Context: an optimization exercise on an open-source flow, tuned for small area. The choices shown serve that exercise and are no tape-out recipe.
Function was checked by simulation only, so behaviour that the tests miss may differ from the original.
No activity file was given, so power comes from the tool's default toggle rates.

## the previous run
## mchanipa
module mchanipa
  #(
    parameter NB_CORES                 = 4,   
    parameter NB_TRANSFERS             = 8,   
    parameter CORE_TRANS_QUEUE_DEPTH   = 2,   
    parameter GLOBAL_TRANS_QUEUE_DEPTH = 2,   
    parameter TCDM_ADD_WIDTH           = 16,  
    parameter EXT_ADD_WIDTH            = 32,  
    parameter NB_OUTSND_TRANS          = 8,   
    parameter MCHAN_BURST_LENGTH       = 64,  
    parameter AXI_ADDR_WIDTH           = 32,
    parameter AXI_DATA_WIDTH           = 64,
    parameter AXI_USER_WIDTH           = 6,
    parameter AXI_ID_WIDTH             = 4,
    parameter AXI_STRB_WIDTH           = AXI_DATA_WIDTH/8
    )
   (
    input  logic                      clk_i,
    input  logic                      rst_ni,
    input logic                       test_mode_i,
    input  logic [NB_CORES-1:0]       ctrl_targ_req_i,
    input  logic [NB_CORES-1:0]       ctrl_targ_type_i,
    input  logic [NB_CORES-1:0][3:0]  ctrl_targ_be_i,
    input  logic [NB_CORES-1:0][31:0] ctrl_targ_add_i,
    input  logic [NB_CORES-1:0][31:0] ctrl_targ_data_i,
    input  logic [NB_CORES-1:0][4:0]  ctrl_targ_id_i,
    output logic [NB_CORES-1:0]       ctrl_targ_gnt_o,    
    output logic [NB_CORES-1:0]       ctrl_targ_r_valid_o,
  ...
Size: ~20000 cells after synthesis, about 4600 flip-flops, roughly 1200 I/O pins, about 0.23 mm² of cells after synthesis.
Settings: LEC_CHECK=0, CAP_MARGIN=20, CORE_MARGIN=2, CORE_UTILIZATION=65, CTS_CLUSTER_DIAMETER=80, CTS_CLUSTER_SIZE=25, SLEW_MARGIN=20; clock period 16.0 ns.
run.sh (not shown) runs the stock make flow with config.mk's settings and CLKGATE_MAP_FILE= SYNTH_SCRIPT=/design/flow/synth_recipe.tcl, a recipe that flattens the netlist after the stock synthesis.
The inputs of the current run differ from those of the previous run as listed below.
diff --git a/flow/design.v b/flow/design.v
--- a/flow/design.v
+++ b/flow/design.v
@@ -833,29 +833,32 @@
         else if (s_run)
           s_run <= ~s_complete;
         else
           s_run <= cmd_req_i;
      end
    assign s_end    = s_cmd_count[MCHAN_LEN_WIDTH-1:0] + s_ext_add;
    assign s_cmd_nb = s_end[MCHAN_LEN_WIDTH:BW] + 1'b1;
    assign s_inc    = s_run ? s_cmd_nb : '0;
+   logic [1:0] s_tcdm_dec, s_ext_dec;
+   assign s_tcdm_dec = ( tcdm_tx_synch_req_i && ( tcdm_tx_synch_sid_i == TRANS_SID ) )
+                     + ( tcdm_rx_synch_req_i && ( tcdm_rx_synch_sid_i == TRANS_SID ) );
+   assign s_ext_dec  = ( ext_tx_synch_req_i  && ( ext_tx_synch_sid_i  == TRANS_SID ) )
+                     + ( ext_rx_synch_req_i  && ( ext_rx_synch_sid_i  == TRANS_SID ) );
    always_ff @ (posedge clk_i, negedge rst_ni)
      begin
         if (rst_ni == 1'b0)
           begin
              s_tcdm_cmd_nb <= '0;
              s_ext_cmd_nb  <= '0;
           end
         else
           begin
-             s_tcdm_cmd_nb <= s_tcdm_cmd_nb + s_inc - ( tcdm_tx_synch_req_i && ( tcdm_tx_synch_sid_i == TRANS_SID ) )
-                                                    - ( tcdm_rx_synch_req_i && ( tcdm_rx_synch_sid_i == TRANS_SID ) );
-             s_ext_cmd_nb  <= s_ext_cmd_nb  + s_inc - ( ext_tx_synch_req_i  && ( ext_tx_synch_sid_i  == TRANS_SID ) )
-                                                    - ( ext_rx_synch_req_i  && ( ext_rx_synch_sid_i  == TRANS_SID ) );
+             s_tcdm_cmd_nb <= s_tcdm_cmd_nb + ( s_inc - s_tcdm_dec );
+             s_ext_cmd_nb  <= s_ext_cmd_nb  + ( s_inc - s_ext_dec );
           end
      end
    assign s_pending_transfer = ( s_ext_cmd_nb > s_tcdm_cmd_nb ) ? ( | s_ext_cmd_nb[9:0] ) : ( | s_tcdm_cmd_nb[9:0] );
    assign s_trans_status     = ( | s_ext_cmd_nb ) | ( | s_tcdm_cmd_nb );
    always_ff @ (posedge clk_i, negedge rst_ni)
      begin
         if (rst_ni == 1'b0)
           begin
@@ -1092,18 +1095,20 @@
              if (s_pop_rx)
                begin
                   s_busy[s_table_rx[s_pointer_out_rx]] <= 1'b0;
                   s_pointer_out_rx                     <= ~s_pointer_out_rx;
                end
           end
      end
    always @(posedge clk_i)
-     if (s_push)
-       s_buffer[s_pointer_in] <= dat_i;
+     begin
+        if (s_push & ~s_pointer_in) s_buffer[0] <= dat_i;
+        if (s_push &  s_pointer_in) s_buffer[1] <= dat_i;
+     end
    assign tx_dat_o = s_buffer[s_table_tx[s_pointer_out_tx]];
    assign rx_dat_o = s_buffer[s_table_rx[s_pointer_out_rx]];
    assign tx_req_o = ( s_tx_elements != 0 );
    assign rx_req_o = ( s_rx_elements != 0 );
    assign gnt_o = ~s_full;
 endmodule
 module trans_arbiter_wrap_ipa
   #(
@@ -4712,16 +4717,17 @@
    logic [1:0]             s_rx_data_push_req;
    logic [1:0]             s_rx_data_push_gnt;
    genvar          i;
    generate
       for (i=0; i<2; i++)
 	begin : tx_buffer
            mchan_fifo_ipa
              #(
+       .RESET_DATA(0),  
                .DATA_WIDTH(32),
                .DATA_DEPTH(TX_BUFFER_DEPTH)
                )
            tx_buffer_ipa_i
              (
               .clk_i(clk_i),
               .rst_ni(rst_ni),
               .push_dat_i(tx_data_push_dat_i[i]),
@@ -4847,16 +4853,17 @@
       .push_req_i(s_tx_data_ext_gnt),
       .push_gnt_o(s_tx_data_ext_req),
       .pop_dat_o({tx_data_pop_strb_o,tx_data_pop_dat_o}),
       .pop_req_i(tx_data_pop_req_i),
       .pop_gnt_o(tx_data_pop_gnt_o)
       );
    mchan_fifo_ipa
      #(
+       .RESET_DATA(0),  
        .DATA_WIDTH(64),
        .DATA_DEPTH(2)
        )
    trans_buffer_ext_rx_ipa_i
      (
       .clk_i(clk_i),
       .rst_ni(rst_ni),
       .push_dat_i(rx_data_push_dat_i),
## What came out
- Ran to the end and failed final checks on antenna rules: the current run.
- Worst relative slew slack was lower in the current run than in the previous run.
- Of the current run and the previous run, the higher routed via count belongs to the previous run.
- Total power essentially unchanged between the current run and the previous run.
- met1 routing resource usage after global routing in the current run is 3.1 points higher than in the previous run
- Between the current run and the previous run, global-route usage is higher for the current run, the previous run comes in under that.
- | area growth from synthesis to final layout | higher: the current run |
- The current run vs the previous run: routed wire length up
- Between the previous run and the current run, relative contribution of combinational cells to total power decreased.
- The current run vs the previous run, instance count: the current run lower
- Of the two candidates, the previous run has the worse cell area after technology mapping and the current run the better one.
- Wire length the detailed router placed on met1: higher on the current run

## port drivers added, routing unchanged
The results above use ideal ports. As a check the final layouts listed here were re-extracted and re-timed, cells and wires unchanged. Step 1: set_driving_cell puts a clkbuf_16 on clk_i and a buf_2 on each other input, an assumption about the parent block. Step 2, shift: input delay + t, output delay - t, t = (earliest + latest rising clock arrival at the registers) / 2. This alone moves slack from input paths to output paths. a / b / c = no drivers / after step 1 / after step 2; a / b = the first two.
run | t (ns) | setup WS [ns] | worst hold slack (ns) | clock arrival spread, ns
the previous run | 1.115 | 4.260 / 4.363 / 3.248 | 0.461 / 0.461 / 0.461 | 0.077 / 0.077
the current run | 1.083 | 4.275 / 4.370 / 3.287 | 0.442 / 0.442 / 0.442 | 0.055 / 0.055
The setup slack of the previous run, which loses most, moves by +0.103 ns with the drivers and by -1.012 ns with both steps.
